What follows belongs to an exercise in optimizing a design on an open flow for small area and a short achievable clock period; a production flow would make more cautious choices.

Design addmuladd_3_stage_signed_18_bit_xor_reduction, start of the top module:
module addmuladd_3_stage_signed_18_bit_xor_reduction(
	input signed [17:0] a,
	input signed [17:0] b,
	input signed [17:0] c,
	input signed [17:0] d,
	output [17:0] out,
	input clk);
	wire [17:0] h = a ^ d;
	wire [18:0] k = {a & d, 1'b0};
	wire [9:0] t, one, two, neg;
	assign t[0] = 1'b0;
	assign t[1] = h[1] | k[1] | (h[0] & k[0]);
	assign one[0] = (h[0] & ~k[0] & ~h[1] & ~k[1] & ~t[0]) | (~h[0] & k[0] & ~h[1] & ~k[1] & ~t[0]) | (h[0] & ~k[0] & h[1] & ~k[1] & ~t[0]) | (~h[0] & k[0] & h[1] & ~k[1] & ~t[0]) | (h[0] & ~k[0] & ~h[1] & k[1] & ~t[0]) | (~h[0] & k[0] & ~h[1] & k[1] & ~t[0]) | (h[0] & ~k[0] & h[1] & k[1] & ~t[0]) | (~h[0] & k[0] & h[1] & k[1] & ~t[0]) | (~h[0] & ~k[0] & ~h[1] & ~k[1] & t[0]) | (h[0] & k[0] & ~h[1] & ~k[1] & t[0]) | (~h[0] & ~k[0] & h[1] & ~k[1] & t[0]) | (h[0] & k[0] & h[1] & ~k[1] & t[0]) | (~h[0] & ~k[0] & ~h[1] & k[1] & t[0]) | (h[0] & k[0] & ~h[1] & k[1] & t[0]) | (~h[0] & ~k[0] & h[1] & k[1] & t[0]);
  ...
Size: roughly 91 I/O pins, roughly 13000 sq um of cells after synthesis.
Settings: LEC_CHECK=0, ABC_AREA=1, CAP_MARGIN=20, CORE_MARGIN=2, CORE_UTILIZATION=40, CTS_BUF_LIST=sky130_fd_sc_hd__clkbuf_4 sky130_fd_sc_hd__clkbuf_8, SLEW_MARGIN=20; clock period 10.0 ns.
standard.sh (not shown) runs the stock make flow with config.mk's settings and CLKGATE_MAP_FILE= SYNTH_SCRIPT=/design/flow/synth_recipe.tcl, a recipe that flattens the netlist after the stock synthesis.
==> flow/flow/run.sh <==
#!/bin/bash
# The standard layout (standard.sh), with these changes:
#  - after the standard synthesis, inverters around full-adder cells are removed by
#    flipping the polarity of full adders (invopt2.py); registers are not touched;
#  - ports are buffered with buf_1 cells (the resizer upsizes them where timing needs it);
#  - timing repair aims at a larger setup margin than the design's clock needs, so
#    the layout is optimised for the period it achieves.
set -euo pipefail
MARGIN=6.9
R=$PWD/orfs/results/sky130hd/addmuladd_3_stage_signed_18_bit_xor_reduction/base
bash standard.sh $R/1_2_yosys.v > synth.log 2>&1
cp $R/1_2_yosys.v $R/1_2_yosys_std.v
python3 flow/invopt2.py $R/1_2_yosys_std.v $R/1_2_yosys.v > invopt.log 2>&1
bash standard.sh SETUP_SLACK_MARGIN=$MARGIN "BUFFER_PORTS_ARGS=-buffer_cell sky130_fd_sc_hd__buf_1" finish > layout.log 2>&1
Other scripts of this flow, unchanged in this note and not shown: flow/flow/invopt2.py
==> next run, changes <==
--- a/flow/design.v
+++ b/flow/design.v
@@ -47,27 +47,27 @@
 	assign neg[8] = (h[16] & k[16] & ~k[17] & ~h[17] & ~t[8]) | (~h[16] & ~k[16] & k[17] & ~h[17] & ~t[8]) | (h[16] & ~k[16] & k[17] & ~h[17] & ~t[8]) | (~h[16] & k[16] & k[17] & ~h[17] & ~t[8]) | (~h[16] & ~k[16] & ~k[17] & h[17] & ~t[8]) | (h[16] & ~k[16] & ~k[17] & h[17] & ~t[8]) | (~h[16] & k[16] & ~k[17] & h[17] & ~t[8]) | (h[16] & k[16] & k[17] & h[17] & ~t[8]) | (h[16] & k[16] & ~k[17] & ~h[17] & t[8]) | (~h[16] & ~k[16] & k[17] & ~h[17] & t[8]) | (~h[16] & ~k[16] & ~k[17] & h[17] & t[8]) | (h[16] & k[16] & k[17] & h[17] & t[8]);
 	assign one[9] = t[9] ^ k[18];
 	assign two[9] = 1'b0;
 	assign neg[9] = k[18] & ~t[9];
 	reg [17:0] bn_r;
 	reg [9:0] onen_r, twon_r, neg_r;
 	reg [17:0] c_r;
 	wire [2:0] pr8;
 	reg [2:0] pr8_r;
 	assign pr8[0] = (one[8] & b[0]) ^ neg[8];
-	assign pr8[1] = ((one[8] & b[1]) | (two[8] & b[0])) ^ neg[8];
-	assign pr8[2] = ((one[8] & b[2]) | (two[8] & b[1])) ^ neg[8];
+	assign pr8[1] = (((one[8] & b[1]) | (two[8] & b[0])) ^ neg[8]);
+	assign pr8[2] = (((one[8] & b[2]) | (two[8] & b[1])) ^ neg[8]);
 	wire [2:0] pr9;
 	reg [2:0] pr9_r;
 	assign pr9[0] = (one[9] & b[0]) ^ neg[9];
-	assign pr9[1] = ((one[9] & b[1]) | (two[9] & b[0])) ^ neg[9];
-	assign pr9[2] = ((one[9] & b[2]) | (two[9] & b[1])) ^ neg[9];
+	assign pr9[1] = (((one[9] & b[1]) | (two[9] & b[0])) ^ neg[9]);
+	assign pr9[2] = (((one[9] & b[2]) | (two[9] & b[1])) ^ neg[9]);
 	always @(posedge clk) begin
 		pr8_r <= pr8;
 		pr9_r <= pr9;
 		bn_r <= ~b;
 		onen_r <= ~one;
 		twon_r <= ~two;
 		neg_r <= neg;
 		c_r <= c;
 	end
 	wire pp0_0;
@@ -1320,17 +1320,16 @@
 	wire qkp14 = qkp7 & qkp5;
 	wire qk15 = qk8 | (qkp8 & qk6);
 	wire qkp15 = qkp8 & qkp6;
 	wire qk16 = qk11 | (qkp11 & qG0_3);
 	wire qk17 = qk12 | (qkp12 & qk1);
 	wire qk18 = qk13 | (qkp13 & qk9);
 	wire qk19 = qk14 | (qkp14 & qk10);
 	wire qk20 = qk15 | (qkp15 & qk11);
 	wire qkp20 = qkp15 & qkp11;
 	wire qk21 = qk20 | (qkp20 & qG0_3);
-	reg [1:0] par_r;
+	reg [0:0] par_r;
 	always @(posedge clk) begin
-		par_r[0] <= (qG0_3 & qhd_1) ^ (qk9 & qhd_3) ^ (qk16 & qhd_5) ^ (qk18 & qhd_7) ^ qp[0] ^ qp[1] ^ qp[2] ^ qp[3] ^ qp[4] ^ qp[5] ^ qp[6] ^ qp[7] ^ qp[8] ^ qp[9] ^ qp[10] ^ qp[11] ^ qp[12] ^ qp[13] ^ qp[14] ^ qp[15] ^ qp[16] ^ qp[17] ^ qp[18] ^ qp[19] ^ qp[20] ^ qp[21] ^ qp[22];
-		par_r[1] <= (qk1 & qhd_2) ^ (qk10 & qhd_4) ^ (qk17 & qhd_6) ^ (qk19 & qhd_8) ^ qp[23] ^ qp[24] ^ qp[25] ^ qp[26] ^ qp[27] ^ qp[28] ^ qp[29] ^ qp[30] ^ qp[31] ^ qp[32] ^ qp[33] ^ qp[34] ^ qp[35] ^ qh0_0 ^ qh0_1 ^ qh0_2 ^ qh0_3 ^ qh0_4 ^ qh0_5 ^ qh0_6 ^ qh0_7 ^ qh0_8;
+		par_r[0] <= (qG0_3 & qhd_1) ^ (qk1 & qhd_2) ^ (qk9 & qhd_3) ^ (qk10 & qhd_4) ^ (qk16 & qhd_5) ^ (qk17 & qhd_6) ^ (qk18 & qhd_7) ^ (qk19 & qhd_8) ^ qp[0] ^ qp[1] ^ qp[2] ^ qp[3] ^ qp[4] ^ qp[5] ^ qp[6] ^ qp[7] ^ qp[8] ^ qp[9] ^ qp[10] ^ qp[11] ^ qp[12] ^ qp[13] ^ qp[14] ^ qp[15] ^ qp[16] ^ qp[17] ^ qp[18] ^ qp[19] ^ qp[20] ^ qp[21] ^ qp[22] ^ qp[23] ^ qp[24] ^ qp[25] ^ qp[26] ^ qp[27] ^ qp[28] ^ qp[29] ^ qp[30] ^ qp[31] ^ qp[32] ^ qp[33] ^ qp[34] ^ qp[35] ^ qh0_0 ^ qh0_1 ^ qh0_2 ^ qh0_3 ^ qh0_4 ^ qh0_5 ^ qh0_6 ^ qh0_7 ^ qh0_8;
 	end
 	assign out = {17'd0, ^par_r};
 endmodule
What happened: The new run completed with no timing, DRC or antenna violations. Die area rises by 0.43%. Hold slack barely changes. Non-clock buffer count came out higher by 1. Worst setup slack improves by 48 ps. Global-route usage fell by 0.75 points. Routed wire length decreases by about 2%. Utilization came out higher by 0.93 points. Register-to-register slack loses 20 ps. Final area came out higher by 2.4%. Synthesized cell count went up by about 2.5%.
No functional check of the RTL was part of any run of this note.

-- afterwards: timing with drivers on the ports --
The results above use ideal ports. As a check the final layouts listed here were re-extracted and re-timed, cells and wires unchanged. Step 1: set_driving_cell puts a clkbuf_16 on clk and a buf_2 on each other input, an assumption about the parent block. Step 2, shift: input delay + t, output delay - t, t = (earliest + latest rising clock arrival at the registers) / 2. This alone moves slack from input paths to output paths. Slacks: no drivers / after step 1 / after step 2; pairs: no drivers / after step 1.
| run | shift t [ns] | setup slack, ns | worst setup path at the end |
|---|---|---|---|
| the first run | 0.528 | 6.924 / 6.880 / 6.567 | input to register |
| the second run | 0.499 | 6.971 / 6.971 / 6.597 | input to register |
After both steps every run listed still meets setup and hold. The setup slack of the second run, which loses most, moves by 0.000 ns with the drivers and by -0.374 ns with both steps.
